Context: an optimization exercise on an open-source flow, tuned for small area, a short achievable clock period and few clock cycles. The choices shown serve that exercise and are no tape-out recipe. Only simulation tests tie the RTL to the original design; equivalence was not proved. Power is estimated from default activity; no workload was simulated.

## flow/design.v

```verilog
`timescale 1ns / 1ps
module mips_pipeline(
input clk,
input rst_n,
output [6:0] imem_addr,
input [31:0] imem_rdata,
output [6:0] dmem_addr,
output [31:0] dmem_wdata,
output dmem_we,
input [31:0] dmem_rdata,
output wb_en,
output [4:0] wb_addr,
output [31:0] wb_data
    );
wire RegWriteW;
wire Zero;
assign wb_en = RegWriteW;
assign wb_addr = RegWriteAddrW;
assign wb_data = RegWriteDataW;
wire [31:0] InstrF;
wire [31:0] InstrD;
wire [31:0] PCF;
wire [31:0] PCD;
wire [31:0] PCPlus4F;
wire [31:0] PCPlus4D;
wire [31:0] PCBranch;
wire [31:0] RegD1D;
wire [31:0]	RegD2D;
wire [31:0] RegD1E;
wire [31:0] RegD2E1;
wire [31:0] RegD2E;
wire [31:0] RegD2M;
wire [4:0]  ShamtD;
wire [4:0]  ShamtE;
wire [31:0] SignImmD;
wire [31:0] SignImmE;
wire [4:0]  RegWriteAddrE1;
wire [4:0]  RegWriteAddrE2;
wire [4:0]  RegWriteAddrM;
wire [4:0]  RegWriteAddrW;
wire [4:0]  RegWriteAddrE;
wire [31:0] ALUResE;
wire [31:0] ALUResM;
wire [31:0] ALUResW;
wire [31:0] DataMemDM;
wire [31:0] DataMemDW;
wire [31:0] RegWriteDataW;
wire RegWriteD;
wire RegWriteE;
wire RegWriteM;
wire MemtoRegD;
wire MemtoRegE;
wire MemtoRegM;
wire MemtoRegW;
wire MemWriteD;
wire MemWriteE;
wire MemWriteM;
wire ALUSrcAD;
wire ALUSrcAE;
wire ALUSrcBD;
wire ALUSrcBE;
wire RegDstD;
wire RegDstE;
wire [4:0] ALUopD;
wire [4:0] ALUopE;
wire PCSrcD;
wire PCSrcE;
wire BranchD;
wire BranchE;
wire JumpD;
wire JumpE;
wire JumpRD;
wire JumpRE;
wire JumpPredictF;
wire JumpPredictD;
wire JumpPredictE;
wire [4:0]  RegRsE;
wire [4:0]  RegRtE;
wire StallF;
wire StallD;
wire [1:0] ForwardAE;
wire [1:0] ForwardBE;
wire FlushD;
wire [1:0] ForwardDs;
wire [1:0] ForwardDt;
IF					u_IF(
.clk				(clk),
.rst_n			(rst_n),
.PCSrcD			(PCSrcD),
.PCBranch		(PCBranch),
.PCD				(PCD),
.PCPlus4F		(PCPlus4F),
.InstrF			(InstrF),
.PC				(PCF),
.imem_addr		(imem_addr),
.imem_rdata		(imem_rdata),
.JumpPredictF	(JumpPredictF),
.JumpPredictD	(JumpPredictD),
.StallF			(StallF)
);
IFID 				u_IFID(
.clk				(clk),
.rst_n			(rst_n),
.PCPlus4F		(PCPlus4F),
.InstrF			(InstrF),
.JumpPredictF	(JumpPredictF),
.PCF				(PCF),
.PCPlus4D		(PCPlus4D),
.InstrD			(InstrD),
.JumpPredictD	(JumpPredictD),
.PCD				(PCD),
.StallD			(StallD)
);
ID					u_ID(
.clk				(clk),
.rst_n			(rst_n),
.InstrD			(InstrD),
.RegWriteW		(RegWriteW),
.RegWriteAddrW	(RegWriteAddrW),
.RegWriteDataW	(RegWriteDataW),
.SignImmD		(SignImmD),
.RegD1D			(RegD1D),
.RegD2D			(RegD2D),
.ShamtD			(ShamtD)
);
IDEX				u_IDEX(
.clk					(clk),
.rst_n				(rst_n),
.PCPlus4D			(PCPlus4D),
.RegD1D				(RegD1D),
.RegD2D				(RegD2D),
.SignImmD			(SignImmD),
.ShamtD				(ShamtD),
.RegWriteAddrD1	(InstrD[20:16]),
.RegWriteAddrD2	(InstrD[15:11]),
.RegD1E				(RegD1E),		
.RegD2E1				(RegD2E1),		
.SignImmE			(SignImmE),
.ShamtE				(ShamtE),
.RegWriteAddrE1	(RegWriteAddrE1),
.RegWriteAddrE2	(RegWriteAddrE2),
.RegWriteD			(RegWriteD),
.MemtoRegD			(MemtoRegD),
.MemWriteD			(MemWriteD),
.ALUSrcAD			(ALUSrcAD),
.ALUSrcBD			(ALUSrcBD),
.RegDstD				(RegDstD),	
.ALUopD				(ALUopD),
.JumpD				(JumpD),
.JumpRD				(JumpRD),
.BranchD				(BranchD),
.PCSrcD				(PCSrcD),
.JumpPredictD		(JumpPredictD),
.RegWriteE			(RegWriteE),
.MemtoRegE			(MemtoRegE),
.MemWriteE			(MemWriteE),
.ALUSrcAE			(ALUSrcAE),
.ALUSrcBE			(ALUSrcBE),
.RegDstE				(RegDstE),
.ALUopE				(ALUopE),
.JumpE				(JumpE),
.JumpRE				(JumpRE),
.BranchE				(BranchE),
.PCSrcE				(PCSrcE),
.JumpPredictE		(JumpPredictE),
.RegRsD				(InstrD[25:21]),
.RegRtD				(InstrD[20:16]),
.RegRsE				(RegRsE),
.RegRtE				(RegRtE)
);
EX						u_EX(
.rst_n				(rst_n),
.RegD1E				(RegD1E),
.RegD2E1				(RegD2E1),
.SignImmE			(SignImmE),
.ShamtE				(ShamtE),
.RegWriteAddrE1 	(RegWriteAddrE1),
.RegWriteAddrE2	(RegWriteAddrE2),
.ALUSrcAE			(ALUSrcAE),
.ALUSrcBE			(ALUSrcBE),
.ALUopE				(ALUopE),
.RegDstE				(RegDstE),	
.Zero					(Zero),
.ALUResE				(ALUResE),
.RegWriteAddrE		(RegWriteAddrE),
.RegD2E				(RegD2E),
.ALUResM				(ALUResM),
.RegWriteDataW		(RegWriteDataW),
.DataMemDM			(DataMemDM),
.ForwardAE			(ForwardAE),
.ForwardBE			(ForwardBE)
);
EXMEM				u_EXMEM(
.clk					(clk),
.rst_n				(rst_n),
.ALUResE				(ALUResE),
.RegD2E				(RegD2E),
.RegWriteAddrE		(RegWriteAddrE),
.ALUResM				(ALUResM),
.RegD2M				(RegD2M),
.RegWriteAddrM		(RegWriteAddrM),
.RegWriteE			(RegWriteE),
.MemtoRegE			(MemtoRegE),
.MemWriteE			(MemWriteE),
.RegWriteM			(RegWriteM),
.MemtoRegM			(MemtoRegM),
.MemWriteM			(MemWriteM)
);
MEM				u_MEM(
.clk				(clk),
.rst_n			(rst_n),
.ALUResM			(ALUResM),
.RegD2M			(RegD2M),
.MemWriteM		(MemWriteM),
.DataMemDM		(DataMemDM),
.dmem_addr		(dmem_addr),
.dmem_wdata		(dmem_wdata),
.dmem_we			(dmem_we),
.dmem_rdata		(dmem_rdata)
);
MEMWB				u_MEMWB(
.clk					(clk),
.rst_n				(rst_n),
.DataMemDM			(DataMemDM),		 
.ALUResM				(ALUResM),
.RegWriteAddrM		(RegWriteAddrM),
.DataMemDW			(DataMemDW),
.ALUResW				(ALUResW),
.RegWriteAddrW		(RegWriteAddrW),
.MemtoRegM			(MemtoRegM),
.RegWriteM			(RegWriteM),
.MemtoRegW			(MemtoRegW),
.RegWriteW			(RegWriteW)
);
WB					u_WB(
.rst_n			(rst_n),
.MemtoRegW		(MemtoRegW),
.DataMemDW		(DataMemDW),
.ALUResW			(ALUResW),
.RegWriteDataW	(RegWriteDataW)
);
control			u_control(
.clk				(clk),
.rst_n			(rst_n),
.op				(InstrD[31:26]),
.funct			(InstrD[5:0]),
.SignImmD		(SignImmD),
.Zero				(Zero),
.RegAddrD1		(InstrD[25:21]),
.RegAddrD2		(InstrD[20:16]),
.RegD1D			(RegD1D),
.RegD2D			(RegD2D),
.ALUResM			(ALUResM),
.RegWriteDataW	(RegWriteDataW),
.PCPlus4D		(PCPlus4D),
.ALUopD			(ALUopD),
.ALUSrcAD		(ALUSrcAD),
.ALUSrcBD		(ALUSrcBD),
.RegDstD			(RegDstD),
.MemWriteD		(MemWriteD),
.MemtoRegD		(MemtoRegD),
.RegWriteD		(RegWriteD),
.JumpD			(JumpD),
.JumpRD			(JumpRD),
.BranchD			(BranchD),
.PCSrcD			(PCSrcD),
.PCBranch		(PCBranch),
.ForwardDs		(ForwardDs),
.ForwardDt		(ForwardDt),
.FlushD			(FlushD),
.ALUResE			(ALUResE)
);
HazardSignal		u_HazardSignal(
.rst_n				(rst_n),
.MemtoRegE			(MemtoRegE),
.MemtoRegW			(MemtoRegW),
.MemtoRegM			(MemtoRegM),
.RegWriteM			(RegWriteM),
.RegWriteD			(RegWriteD),
.RegWriteE			(RegWriteE),
.RegWriteW			(RegWriteW),
.RegDstD				(RegDstD),
.JumpE				(JumpE),
.JumpRE				(JumpRE),
.BranchE				(BranchE),
.PCSrcE				(PCSrcE),
.JumpPredictE		(JumpPredictE),
.RegRsE				(RegRsE),
.RegRtE				(RegRtE),
.RegRsD				(InstrD[25:21]),
.RegRtD				(InstrD[20:16]),
.RegWriteAddrE		(RegWriteAddrE),
.RegWriteAddrM		(RegWriteAddrM),
.RegWriteAddrW		(RegWriteAddrW),
.StallF				(StallF),
.StallD				(StallD),
.ForwardAE			(ForwardAE),
.ForwardBE			(ForwardBE),
.FlushD				(FlushD),
.ForwardDs			(ForwardDs),
.ForwardDt			(ForwardDt)
);
endmodule
`timescale 1ns / 1ps
module IF(
input clk,
input rst_n,
input PCSrcD,
input [31:0] PCBranch,
input [31:0] PCD,
output reg [31:0] PCPlus4F,
output [31:0] InstrF,
output reg [31:0] PC,
output [6:0] imem_addr,
input [31:0] imem_rdata,
output reg JumpPredictF,
input JumpPredictD,
input StallF
    );
reg [31:0] nPC;
reg [31:0] JPC;
reg [31:0] JPCStore;
assign imem_addr = PC[8:2];
assign InstrF = imem_rdata;
always@(posedge clk or negedge rst_n) begin
	if(~rst_n) begin
		PC <= 0;
	end
	else begin
		if(StallF)
			PC <= PC;
		else
			PC <= nPC;
	end
end
always@(*) begin
	if(~rst_n) begin
		PCPlus4F <= 0; 
	end
	else begin
		PCPlus4F <= PC + 32'd4;
	end
end
always@(*) begin
	if(~rst_n) begin
		nPC <= 0;
		JumpPredictF <= 0;
	end
	else if(PC == JPC && PC != 0) begin
		nPC <= JPCStore;
		JumpPredictF <= 1;
	end
	else if(StallF) begin
		nPC <= PC;
		JumpPredictF <= 0;
	end
	else begin
		if(~JumpPredictD && PCSrcD) begin
			nPC <= PCBranch;
			JumpPredictF <= 0;
		end
		else if(JumpPredictD && ~PCSrcD) begin
			nPC <= PCD + 32'd4;
			JumpPredictF <= 0;
		end
		else begin
			nPC <= PCPlus4F;
			JumpPredictF <= 0;
		end
	end
end
always@(negedge clk or negedge rst_n) begin
	if(~rst_n) begin
		JPCStore <= 0; JPC <= 0;
	end
	else begin
		if(~JumpPredictD && PCSrcD) begin
			JPCStore <= PCBranch;
			JPC <= PCD;
		end
		else begin
			JPCStore <= JPCStore;
			JPC <= JPC;
		end
	end
end
endmodule
`timescale 1ns / 1ps
module IFID(
input clk,
input rst_n,
input [31:0] InstrF,
input [31:0] PCPlus4F,
input JumpPredictF,
input [31:0] PCF,
output reg [31:0] InstrD,
output reg [31:0] PCPlus4D,
output reg JumpPredictD,
output reg [31:0] PCD,
input StallD
    );
always@(posedge clk or negedge rst_n) begin
	if(~rst_n) begin
		InstrD <= 0; PCPlus4D <= 0; JumpPredictD <= 0; PCD <= 0;
	end
	else begin
		if(StallD) begin
			InstrD <= InstrD;
			PCPlus4D <= PCPlus4D;
			JumpPredictD <= JumpPredictD;
			PCD <= PCD;
		end
		else begin
			InstrD <= InstrF;
			PCPlus4D <= PCPlus4F;
			JumpPredictD <= JumpPredictF;
			PCD <= PCF;
		end
	end
end
endmodule
`timescale 1ns / 1ps
module ID(
input clk,
input rst_n,
input [31:0] InstrD,
input RegWriteW,
input [4:0] RegWriteAddrW,
input [31:0] RegWriteDataW,
output [31:0] SignImmD,
output [31:0] RegD1D,
output [31:0] RegD2D,
output [4:0] ShamtD
    );
SignExtend		u_SignExtend(		 
.Imm				(InstrD[15:0]),
.SignImm			(SignImmD)
);
RegFile			u_RegFile(
.clk				(clk),
.rst_n			(rst_n),
.r1_addr			(InstrD[25:21]),
.r2_addr			(InstrD[20:16]),
.r3_addr			(RegWriteAddrW),
.r3_wr			(RegWriteW),
.din				(RegWriteDataW),
.r1_dout			(RegD1D),
.r2_dout			(RegD2D)
);
assign ShamtD = InstrD[10:6];
endmodule
`timescale 1ns / 1ps
module RegFile(
    input clk,
    input rst_n,
    input [4:0] r1_addr,
    input [4:0] r2_addr,
    input [4:0] r3_addr,
    input [31:0] din,
    input r3_wr,
    output reg [31:0] r1_dout,
    output reg [31:0] r2_dout
);
reg [31:0] Reg[0:31];
integer i;
always@(*) begin
  r1_dout = Reg[r1_addr];
  r2_dout = Reg[r2_addr];
end
always@(negedge clk or negedge rst_n) begin
	if(~rst_n) begin
		for(i=0;i<32;i=i+1)
			Reg[i] <= 0;
	end
	else begin
		if(r3_wr == 1'b1 && r3_addr != 5'd0)
			Reg[r3_addr] <= din;
	end
end
endmodule
`timescale 1ns / 1ps
module SignExtend(
input signed [15:0] Imm,
output reg [31:0] SignImm
    );
always@(*) begin
	if(Imm[15:15] == 1)
		SignImm = {16'b1111111111111111,Imm};
	else
		SignImm = {16'b0,Imm};
end
endmodule
`timescale 1ns / 1ps
module control(
input clk,
input rst_n,
input [5:0] op,
input [5:0] funct,
input Zero,
input [31:0] RegD1D,
input [31:0] RegD2D,
input [4:0] RegAddrD1,
input [4:0] RegAddrD2,
input [31:0] SignImmD,
input [31:0] PCPlus4D,
input [31:0] ALUResE,
input [31:0] ALUResM,
input [31:0] RegWriteDataW,
output reg [4:0] ALUopD,
output reg ALUSrcAD,
output reg ALUSrcBD,
output reg RegDstD,
output reg MemWriteD,
output reg MemtoRegD,
output reg RegWriteD,
output reg JumpD,
output reg JumpRD,
output reg BranchD,
output reg PCSrcD,
output reg [31:0] PCBranch,
input [1:0] ForwardDs,
input [1:0] ForwardDt,
input FlushD
    );
reg [31:0] Compares;
reg [31:0] Comparet;
reg [2:0] BranchOp;
reg ConditionD;
always@(*) begin
	if(~rst_n) begin
		Compares <= 0; Comparet <= 0;
	end
	else begin
		case(ForwardDs)
		2'b00: Compares <= RegD1D;
		2'b01: Compares <= ALUResE;
		2'b10: Compares <= ALUResM;
		2'b11: Compares <= RegWriteDataW;
		endcase
		case(ForwardDt)
		2'b00: Comparet <= RegD2D;
		2'b01: Comparet <= ALUResE;
		2'b10: Comparet <= ALUResM;
		2'b11: Comparet <= RegWriteDataW;
		endcase
	end
end
always@(*) begin    
	if(~rst_n) begin
		MemtoRegD <= 0; MemWriteD <= 0; BranchD <= 0; JumpD <= 0; BranchOp <= 0;
		RegWriteD <= 0; ALUopD <= 0; ALUSrcAD <= 0; ALUSrcBD <= 0; RegDstD <= 0; JumpRD <= 0;
	end
	else if(FlushD) begin
		MemtoRegD <= 0; MemWriteD <= 0; BranchD <= 0; JumpD <= 0; BranchOp <= 0;
		RegWriteD <= 0; ALUopD <= 0; ALUSrcAD <= 0; ALUSrcBD <= 0; RegDstD <= 0; JumpRD <= 0;
	end
	else begin
		case(op)
		6'b000000: begin 
			case(funct)
			6'b100000: begin	 
				MemtoRegD <= 0; MemWriteD <= 0; BranchD <= 0; JumpD <= 0; BranchOp <= 0;
				RegWriteD <= 1; ALUopD <= 5'h1; ALUSrcAD <= 0; ALUSrcBD <= 0; RegDstD <= 1; JumpRD <= 0;
			end
			6'b100001: begin  
				MemtoRegD <= 0; MemWriteD <= 0; BranchD <= 0; JumpD <= 0; BranchOp <= 0;
				RegWriteD <= 1; ALUopD <= 5'h1; ALUSrcAD <= 0; ALUSrcBD <= 0; RegDstD <= 1; JumpRD <= 0;
			end
			6'b100010: begin   
				MemtoRegD <= 0; MemWriteD <= 0; BranchD <= 0; JumpD <= 0; BranchOp <= 0;
				RegWriteD <= 1; ALUopD <= 5'h2; ALUSrcAD <= 0; ALUSrcBD <= 0; RegDstD <= 1; JumpRD <= 0;
			end
			6'b100011: begin  
				MemtoRegD <= 0; MemWriteD <= 0; BranchD <= 0; JumpD <= 0; BranchOp <= 0;
				RegWriteD <= 1; ALUopD <= 5'h2; ALUSrcAD <= 0; ALUSrcBD <= 0; RegDstD <= 1; JumpRD <= 0;
			end
			6'b100100: begin  
				MemtoRegD <= 0; MemWriteD <= 0; BranchD <= 0; JumpD <= 0; BranchOp <= 0;
				RegWriteD <= 1; ALUopD <= 5'h3; ALUSrcAD <= 0; ALUSrcBD <= 0; RegDstD <= 1; JumpRD <= 0;
			end
			6'b100110: begin  
				MemtoRegD <= 0; MemWriteD <= 0; BranchD <= 0; JumpD <= 0; BranchOp <= 0;
				RegWriteD <= 1; ALUopD <= 5'h5; ALUSrcAD <= 0; ALUSrcBD <= 0; RegDstD <= 1; JumpRD <= 0;
			end
			6'b100101: begin  
				MemtoRegD <= 0; MemWriteD <= 0; BranchD <= 0; JumpD <= 0; BranchOp <= 0;
				RegWriteD <= 1; ALUopD <= 5'h4;ALUSrcAD <= 0; ALUSrcBD <= 0; RegDstD <= 1; JumpRD <= 0;
			end
			6'b100111: begin  
				MemtoRegD <= 0; MemWriteD <= 0; BranchD <= 0; JumpD <= 0; BranchOp <= 0;
				RegWriteD <= 1; ALUopD <= 5'h6; ALUSrcAD <= 0; ALUSrcBD <= 0; RegDstD <= 1; JumpRD <= 0;
			end
			6'b001000: begin  
				MemtoRegD <= 0; MemWriteD <= 0; BranchD <= 0; JumpD <= 0; BranchOp <= 3'h2;
				RegWriteD <= 0; ALUopD <= 5'h7; ALUSrcAD <= 0; ALUSrcBD <= 0; RegDstD <= 0; JumpRD <= 1;
			end
			6'b000000: begin  
				MemtoRegD <= 0; MemWriteD <= 0; BranchD <= 0; JumpD <= 0; BranchOp <= 0;
				RegWriteD <= 1; ALUopD <= 5'h9; ALUSrcAD <= 1; ALUSrcBD <= 0; RegDstD <= 1; JumpRD <= 0;
			end
			6'b000100: begin  
				MemtoRegD <= 0; MemWriteD <= 0; BranchD <= 0; JumpD <= 0; BranchOp <= 0;
				RegWriteD <= 1; ALUopD <= 5'h9; ALUSrcAD <= 0; ALUSrcBD <= 0; RegDstD <= 1; JumpRD <= 0;
			end
			6'b000010: begin  
				MemtoRegD <= 0; MemWriteD <= 0; BranchD <= 0; JumpD <= 0; BranchOp <= 0;
				RegWriteD <= 1; ALUopD <= 5'h10; ALUSrcAD <= 1; ALUSrcBD <= 0; RegDstD <= 1; JumpRD <= 0;
			end
			6'b000110: begin  
				MemtoRegD <= 0; MemWriteD <= 0; BranchD <= 0; JumpD <= 0; BranchOp <= 0;
				RegWriteD <= 1; ALUopD <= 5'h10; ALUSrcAD <= 0; ALUSrcBD <= 0; RegDstD <= 1; JumpRD <= 0;
			end
			default: begin
				MemtoRegD <= 0; MemWriteD <= 0; BranchD <= 0; JumpD <= 0; BranchOp <= 0;
				RegWriteD <= 0; ALUopD <= 5'h7; ALUSrcAD <= 0; ALUSrcBD <= 0; RegDstD <= 1; JumpRD <= 0;
			end
			endcase
		end
		6'b001000: begin  
			MemtoRegD <= 0; MemWriteD <= 0; BranchD <= 0; JumpD <= 0; BranchOp <= 0;
			RegWriteD <= 1; ALUopD <= 5'h1;ALUSrcAD <= 0; ALUSrcBD <= 1;; RegDstD <= 0; JumpRD <= 0;
		end
		6'b001100: begin  
			MemtoRegD <= 0; MemWriteD <= 0; BranchD <= 0; JumpD <= 0; BranchOp <= 0;
			RegWriteD <= 1; ALUopD <= 5'h3; ALUSrcAD <= 0; ALUSrcBD <= 1; RegDstD <= 0; JumpRD <= 0;
		end
		6'b100011: begin  
			MemtoRegD <= 1; MemWriteD <= 0; BranchD <= 0; JumpD <= 0; BranchOp <= 0;
			RegWriteD <= 1; ALUopD <= 5'h1; ALUSrcAD <= 0; ALUSrcBD <= 1; RegDstD <= 0; JumpRD <= 0;
		end
		6'b101011: begin  
			MemtoRegD <= 1; MemWriteD <= 1; BranchD <= 0; JumpD <= 0; BranchOp <= 0;
			RegWriteD <= 0; ALUopD <= 5'h1; ALUSrcAD <= 0; ALUSrcBD <= 1; RegDstD <= 0;JumpRD <= 0;
		end
		6'b000111: begin  
			MemtoRegD <= 0; MemWriteD <= 0; BranchD <= 1;JumpD <= 0; BranchOp <= 3'h1;
			RegWriteD <= 0; ALUopD <= 5'h7; ALUSrcAD <= 0; ALUSrcBD <= 0; RegDstD <= 0; JumpRD <= 0;
		end
		6'b000101: begin  
			MemtoRegD <= 0; MemWriteD <= 0; BranchD <= 1; JumpD <= 0; BranchOp <= 3'h4;
			RegWriteD <= 0; ALUopD <= 5'h7; ALUSrcAD <= 0; ALUSrcBD <= 0; RegDstD <= 0; JumpRD <= 0;
		end
		6'b000100: begin  
			MemtoRegD <= 0; MemWriteD <= 0; BranchD <= 1; JumpD <= 0; BranchOp <= 3'h5;
			RegWriteD <= 0; ALUopD <= 5'h7; ALUSrcAD <= 0; ALUSrcBD <= 0; RegDstD <= 0; JumpRD <= 0;
		end
		6'b000001: begin
			case(RegAddrD2)
			5'b00000: begin  
				MemtoRegD <= 0; MemWriteD <= 0; BranchD <= 1; JumpD <= 0; BranchOp <= 3'h3;
				RegWriteD <= 0; ALUopD <= 5'h7; ALUSrcAD <= 0; ALUSrcBD <= 0; RegDstD <= 0; JumpRD <= 0;
			end
			5'b00001: begin  
				MemtoRegD <= 0; MemWriteD <= 0; BranchD <= 1; JumpD <= 0; BranchOp <= 3'h6;
				RegWriteD <= 0; ALUopD <= 5'h7; ALUSrcAD <= 0; ALUSrcBD <= 0; RegDstD <= 0; JumpRD <= 0;
			end
			default: begin
				MemtoRegD <= 0; MemWriteD <= 0; BranchD <= 0; JumpD <= 0; BranchOp <= 3'h6;
				RegWriteD <= 0; ALUopD <= 5'h7; ALUSrcAD <= 0; ALUSrcBD <= 0; RegDstD <= 0; JumpRD <= 0;
			end
			endcase
		end
		6'b000010: begin  
			MemtoRegD <= 0; MemWriteD <= 0; BranchD <= 0; JumpD <= 1; BranchOp <= 3'h2;
			RegWriteD <= 0; ALUopD <= 5'h7; ALUSrcAD <= 0; ALUSrcBD <= 0; RegDstD <= 0; JumpRD <= 0;
		end
		6'b001101: begin  
			MemtoRegD <= 0; MemWriteD <= 0; BranchD <= 0; JumpD <= 0; BranchOp <= 0;
			RegWriteD <= 1; ALUopD <= 5'h4; ALUSrcAD <= 0; ALUSrcBD <= 1; RegDstD <= 0; JumpRD <= 0;
		end
		6'b001111: begin  
			MemtoRegD <= 0; MemWriteD <= 0; BranchD <= 0; JumpD <= 0; BranchOp <= 0;
			RegWriteD <= 1; ALUopD <= 5'h8; ALUSrcAD <= 0; ALUSrcBD <= 1; RegDstD <= 0; JumpRD <= 0;
		end
		6'b000000: begin  
			MemtoRegD <= 0; MemWriteD <= 0; BranchD <= 0; JumpD <= 0; BranchOp <= 0;
			RegWriteD <= 0; ALUopD <= 5'h0; ALUSrcAD <= 0; ALUSrcBD <= 0; RegDstD <= 0; JumpRD <= 0;
		end
		default: begin
			MemtoRegD <= 0; MemWriteD <= 0; BranchD <= 0; JumpD <= 0; BranchOp <= 0;
			RegWriteD <= 0; ALUopD <= 5'h0; ALUSrcAD <= 0; ALUSrcBD <= 0; RegDstD <= 0; JumpRD <= 0;
		end
		endcase
	end
end
always@(*) begin
	if(~rst_n) begin
		ConditionD <= 0;
	end
	else begin
		case(BranchOp)
			3'h0: ConditionD <= 0;
			3'h1: begin									 
				if(Compares[31:31] == 0 && Compares > 0)
					ConditionD <= 1;
				else
					ConditionD <= 0;
			end
			3'h2: ConditionD <= 1;					 
			3'h3: begin									 
				if(Compares[31:31] == 1)
					ConditionD <= 1;
				else
					ConditionD <= 0;
			end
			3'h4: begin									 
				if(Compares != Comparet) 
					ConditionD <= 1;
				else
					ConditionD <= 0;
			end
			3'h5: begin									 
				if(Compares == Comparet)
					ConditionD <= 1;
				else
					ConditionD <= 0;
			end
			3'h6: begin									 
				if(Compares[31:31] == 0)
					ConditionD <= 1;
				else
					ConditionD <= 0;
			end
			default: ConditionD <= 0;
		endcase
	end
end
always@(*) begin
	PCSrcD <= ConditionD;
end
always@(*) begin
	if(~rst_n) begin
		PCBranch <= 0;
	end
	else begin
		if(JumpD == 1)
			PCBranch <= (SignImmD << 2);
		else if(JumpRD == 1)
			PCBranch <= Compares;
		else 
			PCBranch <= PCPlus4D + (SignImmD << 2);
	end
end
endmodule
`timescale 1ns / 1ps
module IDEX(
input clk,
input rst_n,
input [31:0] PCPlus4D,
input [31:0] RegD1D,
input [31:0] RegD2D,
input [31:0] SignImmD,
input [4:0]  ShamtD,
input [4:0]  RegWriteAddrD1,
input [4:0]  RegWriteAddrD2,
output reg [31:0] RegD1E,
output reg [31:0] RegD2E1,
output reg [31:0] SignImmE,
output reg [4:0]  ShamtE,
output reg [4:0]  RegWriteAddrE1,
output reg [4:0]  RegWriteAddrE2,
input RegWriteD,
input MemtoRegD,
input MemWriteD,
input ALUSrcAD,
input ALUSrcBD,
input RegDstD,
input [4:0] ALUopD,
input JumpD,
input JumpRD,
input BranchD,
input PCSrcD,
input JumpPredictD,
output reg RegWriteE,
output reg MemtoRegE,
output reg MemWriteE,
output reg ALUSrcAE,
output reg ALUSrcBE,
output reg RegDstE,
output reg [4:0] ALUopE,
output reg JumpE,
output reg JumpRE,
output reg BranchE,
output reg PCSrcE,
output reg JumpPredictE,
input [4:0] RegRsD,
input [4:0] RegRtD,
output reg [4:0] RegRsE,
output reg [4:0] RegRtE
    );
always@(posedge clk or negedge rst_n) begin
	if(~rst_n) begin
		RegD1E <= 0; RegD2E1 <= 0; ShamtE <= 0; PCSrcE <= 0;
		SignImmE <= 0; RegWriteAddrE1 <= 0; RegWriteAddrE2 <= 0;
		RegWriteE <= 0; MemtoRegE <= 0; MemWriteE <= 0; JumpPredictE <= 0;
		RegDstE <= 0; ALUopE <= 0; ALUSrcAE <= 0; ALUSrcBE <= 0;
		RegRsE <= 0; RegRtE <= 0; JumpE <= 0; JumpRE <= 0; BranchE <= 0;
	end
	else begin
		RegD1E <= RegD1D;
		RegD2E1 <= RegD2D;
		SignImmE <= SignImmD;
		ShamtE <= ShamtD;
		RegWriteAddrE1 <= RegWriteAddrD1;
		RegWriteAddrE2 <= RegWriteAddrD2;
		RegWriteE <= RegWriteD;
		MemtoRegE <= MemtoRegD;
		MemWriteE <= MemWriteD;
		ALUSrcAE <= ALUSrcAD;
		ALUSrcBE <= ALUSrcBD;
		RegDstE <= RegDstD;
		ALUopE <= ALUopD;
		RegRsE <= RegRsD;
		RegRtE <= RegRtD;
		JumpE <= JumpD;
		JumpRE <= JumpRD;
		BranchE <= BranchD;
		PCSrcE <= PCSrcD;
		JumpPredictE <= JumpPredictD;
	end
end
endmodule
`timescale 1ns / 1ps
module EX(
input rst_n,
input [31:0] RegD1E,
input [31:0] RegD2E1,
input [31:0] SignImmE,
input [4:0]  ShamtE,
input [4:0] RegWriteAddrE1,
input [4:0] RegWriteAddrE2,
input ALUSrcAE,
input ALUSrcBE,
input [4:0] ALUopE,
input RegDstE,
output Zero,
output [31:0] ALUResE,
output reg [4:0] RegWriteAddrE,
output reg [31:0] RegD2E,
input [31:0] ALUResM,
input [31:0] RegWriteDataW,
input [31:0] DataMemDM,
input [1:0] ForwardAE,
input [1:0] ForwardBE
    );
reg [31:0] ALUR2;
reg [31:0] ALUR1;
reg [31:0] ALUR2t;
reg [31:0] ALUR1t;
ALU				u_ALU(
.alu_a			(ALUR1),
.alu_b			(ALUR2),
.alu_op			(ALUopE),
.zero				(Zero),
.alu_out			(ALUResE)
);
always@(*) begin
	case(ForwardAE)
	2'b00: ALUR1t = RegD1E;
	2'b01: ALUR1t = RegWriteDataW;
	2'b10: ALUR1t = ALUResM;
	2'b11: ALUR1t = DataMemDM;
	endcase
	case(ForwardBE)
	2'b00: ALUR2t = RegD2E1;
	2'b01: ALUR2t = RegWriteDataW;
	2'b10: ALUR2t = ALUResM;
	2'b11: ALUR2t = DataMemDM;
	endcase
end
always@(*) begin
	if(~rst_n) begin
		ALUR2 <= 0; ALUR1<= 0;
		RegD2E <= 0;
		RegWriteAddrE <= 0;
	end
	else begin
		if(ALUSrcBE == 1)
			ALUR2 <= SignImmE;
		else
			ALUR2 <= ALUR2t;
		if(ALUSrcAE == 1)
			ALUR1 <= ShamtE;
		else
			ALUR1 <= ALUR1t;
		RegD2E <= ALUR2t;
		if(RegDstE == 1)
			RegWriteAddrE <= RegWriteAddrE2;
		else
			RegWriteAddrE <= RegWriteAddrE1;
	end
end
endmodule
`timescale 1ns / 1ps
module ALU(
input signed [31:0] alu_a,
input signed [31:0] alu_b,
input [4:0] alu_op,
output reg [31:0] alu_out,
output reg zero
);
parameter A_NOP = 5'h0, A_ADD = 5'h1, A_SUB = 5'h2;
parameter A_AND = 5'h3, A_OR = 5'h4, A_XOR = 5'h5;
parameter A_NOR = 5'h6, A_ZERO = 5'h7, A_LShift16 = 5'h8;
parameter A_SLL = 5'h9, A_SRL = 5'h10;
always@(*) begin
	case(alu_op)
	A_ADD: alu_out = alu_a + alu_b;
	A_SUB: alu_out = alu_a - alu_b;
	A_AND: alu_out = alu_a & alu_b;
	A_OR : alu_out = alu_a | alu_b;
	A_XOR: alu_out = alu_a ^ alu_b;
	A_NOR: alu_out = ~(alu_a | alu_b);
	A_ZERO: alu_out = 0;
	A_LShift16: alu_out = alu_b << 16;
	A_SLL: alu_out = alu_b << alu_a[4:0];
	A_SRL: alu_out = alu_b >> alu_a[4:0];
	default: alu_out = 0;
	endcase
end
always@(*) begin
	if(alu_out == 0)
		zero = 1'b1;
	else
		zero = 1'b0;
end
endmodule
`timescale 1ns / 1ps
module EXMEM(
input clk,
input rst_n,
input [31:0] ALUResE,
input [31:0] RegD2E,
input [4:0] RegWriteAddrE,
output reg [31:0] ALUResM,
output reg [31:0] RegD2M,
output reg [4:0] RegWriteAddrM,
input RegWriteE,
input MemtoRegE,
input MemWriteE,
output reg RegWriteM,
output reg MemtoRegM,
output reg MemWriteM
    );
always@(posedge clk or negedge rst_n) begin
	if(~rst_n) begin
		ALUResM <= 0; RegD2M <= 0; RegWriteAddrM <= 0;
		RegWriteM <= 0; MemtoRegM <= 0; MemWriteM <= 0;
	end
	else begin
		ALUResM <= ALUResE;
		RegD2M <= RegD2E;
		RegWriteAddrM <= RegWriteAddrE;
		RegWriteM <= RegWriteE;
		MemtoRegM <= MemtoRegE;
		MemWriteM <= MemWriteE;
	end
end	
endmodule
`timescale 1ns / 1ps
module MEM(
input clk,
input rst_n,
input [31:0] ALUResM,
input [31:0] RegD2M,
input MemWriteM,
output [31:0] DataMemDM,
output [6:0] dmem_addr,
output [31:0] dmem_wdata,
output dmem_we,
input [31:0] dmem_rdata
    );
reg [6:0] DataAddrChoice;
assign dmem_addr = DataAddrChoice;
assign dmem_wdata = RegD2M;
assign dmem_we = MemWriteM;
assign DataMemDM = dmem_rdata;
always@(*) begin
	if(~rst_n) begin
		DataAddrChoice <= 0;
	end
	else
		DataAddrChoice <= ALUResM[8:2];
end
endmodule
`timescale 1ns / 1ps
module MEMWB(
input clk,
input rst_n,
input [31:0] DataMemDM,
input [31:0] ALUResM,
input [4:0] RegWriteAddrM,
output reg [31:0] DataMemDW,
output reg [31:0] ALUResW,
output reg [4:0] RegWriteAddrW,
input MemtoRegM,
input RegWriteM,
output reg MemtoRegW,
output reg RegWriteW
);
always@(posedge clk or negedge rst_n) begin
	if(~rst_n) begin
		DataMemDW <= 0; ALUResW <= 0; RegWriteAddrW <= 0; MemtoRegW <= 0; RegWriteW <= 0;
	end
	else begin
		DataMemDW <= DataMemDM;
		ALUResW <= ALUResM;
		RegWriteAddrW <= RegWriteAddrM;
		MemtoRegW <= MemtoRegM;
		RegWriteW <= RegWriteM;
	end
end
endmodule
`timescale 1ns / 1ps
module WB(
input rst_n,
input MemtoRegW,
input [31:0] DataMemDW,
input [31:0] ALUResW,
output reg [31:0] RegWriteDataW
    );
always@(*) begin
	if(~rst_n) begin
		RegWriteDataW <= 0;
	end
	else begin
		if(MemtoRegW == 1)
			RegWriteDataW <= DataMemDW;
		else
			RegWriteDataW <= ALUResW;
	end
end
endmodule
`timescale 1ns / 1ps
module HazardSignal(
input rst_n,
input BranchE,
input MemtoRegE,
input MemtoRegM,
input MemtoRegW,
input RegWriteM,
input RegWriteD,
input RegWriteE,
input RegWriteW,
input RegDstD,
input JumpE,
input JumpRE,
input PCSrcE,
input JumpPredictE,
input [4:0] RegRsE,
input [4:0] RegRtE,
input [4:0] RegRsD,
input [4:0] RegRtD,
input [4:0] RegWriteAddrE,
input [4:0] RegWriteAddrM,
input [4:0] RegWriteAddrW,
output reg StallF,
output reg StallD,
output reg [1:0] ForwardAE,
output reg [1:0] ForwardBE,
output reg FlushD,
output reg [1:0] ForwardDs,		 
output reg [1:0] ForwardDt
    );
always@(*) begin
	if(~rst_n) begin
		StallF = 0; StallD = 0; FlushD = 0;
		ForwardAE = 0; ForwardBE = 0;
		ForwardDt = 0; ForwardDs = 0;
	end
	else begin
		StallF = 0; StallD = 0; FlushD = 0;
		ForwardAE = 0; ForwardBE = 0;
		ForwardDt = 0; ForwardDs = 0;
		if(RegWriteW) begin		 
			if(RegWriteAddrW) begin
				if(RegWriteAddrW == RegRsE)
					ForwardAE = 2'b01;
				if(RegWriteAddrW == RegRtE)
					ForwardBE = 2'b01;
				if(RegWriteAddrW == RegRsD)
					ForwardDs = 2'b11;
				if(RegWriteAddrW == RegRtD)
					ForwardDt = 2'b11;
			end
		end
		if(RegWriteM & ~MemtoRegM) begin	 
			if(RegWriteAddrM) begin
				if(RegWriteAddrM == RegRsE)
					ForwardAE = 2'b10;
				if(RegWriteAddrM == RegRtE)
					ForwardBE = 2'b10;
				if(RegWriteAddrM == RegRsD)
					ForwardDs = 2'b10;
				if(RegWriteAddrM == RegRtD)
					ForwardDt = 2'b10;
			end		
		end
		if(RegWriteE & ~MemtoRegE) begin  
			if(RegWriteAddrE) begin
				if(RegWriteAddrE == RegRsD)
					ForwardDs = 2'b01;
				if(RegWriteAddrE == RegRtD)
					ForwardDt = 2'b01;
			end
		end
		if(RegWriteM & MemtoRegM) begin		 
			if(RegWriteAddrM) begin
				if(RegWriteAddrM == RegRsE)
					ForwardAE = 2'b11;
				if(RegWriteAddrM == RegRtE)
					ForwardBE = 2'b11;
			end
		end
		if(BranchE || JumpE || JumpRE) begin
			if((PCSrcE && ~JumpPredictE) || (~PCSrcE && JumpPredictE))
				FlushD = 1;
			else 
				FlushD = 0;
		end
	end
end
endmodule
```

## flow/run.sh

```bash
#!/bin/bash
# synth_recipe.tcl (not shown) runs the flow's synth.tcl, then flattens the netlist and writes it again
# the make line also repeats each setting of config.mk as NAME=value (left out here)
make -C /OpenROAD-flow-scripts/flow DESIGN_CONFIG=/design/flow/config.mk WORK_HOME=/design/flow/orfs CLKGATE_MAP_FILE= SYNTH_SCRIPT=/design/flow/synth_recipe.tcl finish
```

## flow/config.mk

```make
export PLATFORM = sky130hd
export DESIGN_NAME = mips_pipeline
export DESIGN_NICKNAME = mips_pipeline
export VERILOG_FILES = /design/flow/design.v
export SDC_FILE = /design/flow/constraint.sdc
export NUM_CORES = 4
export LEC_CHECK = 0
export CAP_MARGIN = 20
export CORE_MARGIN = 2
export CORE_UTILIZATION = 30
export PLACE_DENSITY = 0.5
export SLEW_MARGIN = 20
```

## flow/constraint.sdc

```tcl
create_clock -name core_clock -period 24.0 [get_ports {clk}]
set_input_delay 4.8000 -clock core_clock [delete_from_list [all_inputs] [get_ports {clk}]]
set_output_delay 4.8000 -clock core_clock [all_outputs]
set_load 0.01 [all_outputs]
```

==> summary.txt <==
==> layer usage <==
metal / GRT usage (%) / up-vias
met5: 0.381 / -
met4: 23.9 / 26
met3: 14.2 / 1984
met2: 49.9 / 7754
met1: 48.6 / 44600
li1: - / 36400
==> cell usage after synthesis (all sizes together), types with 65 or more instances <==
master	instances	area, µm²
clkbuf	698	2620
a221oi	134	1190
dfrtn	1088	27200
buf	168	828
xor2	73	639
a31oi	79	515
nand2	1708	6420
nor4	102	717
a22o	101	885
nand4	170	1060
and3	80	500
nor2	505	1920
xnor2	145	1280
inv	167	627
o211ai	65	498
ha	131	1640
nor3	192	991
dfrtp	378	9460
o21ai	1362	6830
a21oi	380	1900
a22oi	775	5820
nand3	244	1260
==> final timing paths <==
check	start	to	slack [ns]	cells after the start
setup reg to reg	u_MEMWB.RegWriteAddrW[1]	u_IF.JPCStore[31]	2.16	38
min in group asynchronous	rst_n	u_MEMWB.DataMemDW[1]	4.29	3
hold / removal	u_ID.u_RegFile.Reg[0][0]	u_ID.u_RegFile.Reg[0][0]	0.35	0
setup / recovery	rst_n	u_IF.JPCStore[31]	0.43	40
max in group asynchronous	rst_n	u_ID.u_RegFile.Reg[14][13]	3.32	8
hold reg to reg	u_ID.u_RegFile.Reg[0][0]	u_ID.u_RegFile.Reg[0][0]	0.35	0
==> cell families after synthesis <==
| kind of cell | count (synthesis) | share of synthesized area, % |
|---|---|---|
| fa+ha+maj | 133 | 2.04 |
| simple gates | 3249 | 17.7 |
| buf+inv | 1036 | 4.97 |
| compound gates | 3424 | 27.0 |
| flops | 1466 | 44.6 |
| xor+xnor | 218 | 2.33 |
| mux | 98 | 1.28 |
==> final cells by class <==
cell class / instances / area [µm²]
fill: 27800 / 172000
multi-input combinational: 7122 / 42500
sequential: 1466 / 36700
timing repair buffer: 1288 / 10400
clock buffer: 252 / 5150
tap: 3589 / 4490
clock inverter: 64 / 817
inverter: 170 / 643
antenna: 40 / 100
==> power breakdown <==
group          leakage, nW  switching (mW)  internal [mW]
clock network         2.94            1.17           1.68
logic                 27.2            1.46          0.815
registers             14.9           0.282           2.72
==> what timing repair did <==
item,4_1_cts,5_1_grt
resized for setup,10,58
pin swaps,0,30
endpoints found under the setup margin,64,64
buffers inserted,0,9
cloned,0,3
hold endpoints to repair,0,0
==> reports/results.ini <==
[cts]
cts_tree=yes
cts.clk_slew.worst_paths_ns=0.05
hold_buffers=0
numCtsBuffers=179
clock_path_buffers=4
clk_latency_ns=0.87
cts-root-buf=clkbuf_16
cts_sinks=1466
htreeDepth=4

[critical_path]
cp.required_ns=12.62
cp-end-kind=register
cpLargestDelayFamily=simple AND/OR/NAND/NOR gates
slowest_stage=or4_4
path_common_cell=nand2_1
crit_fanout=12
slowest_delay_ns=0.49
arrival_ns=12.19
start_kind=primary input
crit_buf_inv=8
crit_type=primary input to register

[floorplanning]
fp.dieArea_um2=278000
rows=192
die_h_um=528
start_util_pct=30.1
die_w_um=528
core_area_um2=273000
io_pins=151

[routing]
ant_nets=0
highest_layer=met5
drc=0
firstDrtPassIters=13
wl_per_cell_um=38.1
num_vias=90800
wl_met1_um=208000
drt-initial-drc-count=16400
met2_wirelength_um=207000
wl_met3_um=75300
wl_um=533000
vias_per_cell=6.49

[final_layout]
final_cell_count_no_fill=14000
final_common_cell=nand2_1
drive_above_1_share_pct=16.7
utilization_pct=36.9
largest_reg_flops=1024
nets=10400
top_register=u_ID.u_RegFile.Reg
layout_common_cells=1,679 x nand2_1, 1,335 x o21ai_0, 1,110 x buf_4, 1,088 x dfrtn_1, 775 x a22oi_1
fin_area_um2=101000
syn2layout_area_growth_pct=22.6

[grt]
grt_max_degree=162
antenna_found_initial=56
grt_pass1_wl_um=721000
grtUsageTotal_pct=37.0
grt_pass1_vias=84400
overflow=0

[sta]
slew_headroom_pct=10.9
hold_ws_ns=0.352
rsz0062_at_grt=false
hold_viol=0
setup_viol=0
setup_slack_ns=0.426
final_max_slew_viol_count=0
tightest_slew_ns=1.32
final.setup.tns_ns=0
skew_ns=0.110

[place]
io_buffers=150
placedInstanceArea_um2=94200
dp_slack_ns=-1.17
dp_cells=13600
dp_hpwl_um=359000
globalplace.congestion=1.11

[synth]
synth-seq-area-share_pct=44.6
synth-edff-count=0
syn_inst=9624
syn_area_um2=82200
async_flop_share_pct=100
ys_ff_latch=1466
synth_flop_cell=dfrtn_1
avgSynthCellArea_um2=8.55
syn_nets=9823
yosysWarnings=14
ys_types=115

[pwr]
total_power_mw=8.13
p_leak_nw=45.1
powerDensity_nw_per_um2=80.6
peakVddDrop_v=0.0000583

[hold_path]
hold_class=register to register

[job]
cap_violations=0

[outcome]
status=finished clean

Testbench counts, summed over its fixed seeds: cycles 29,124.
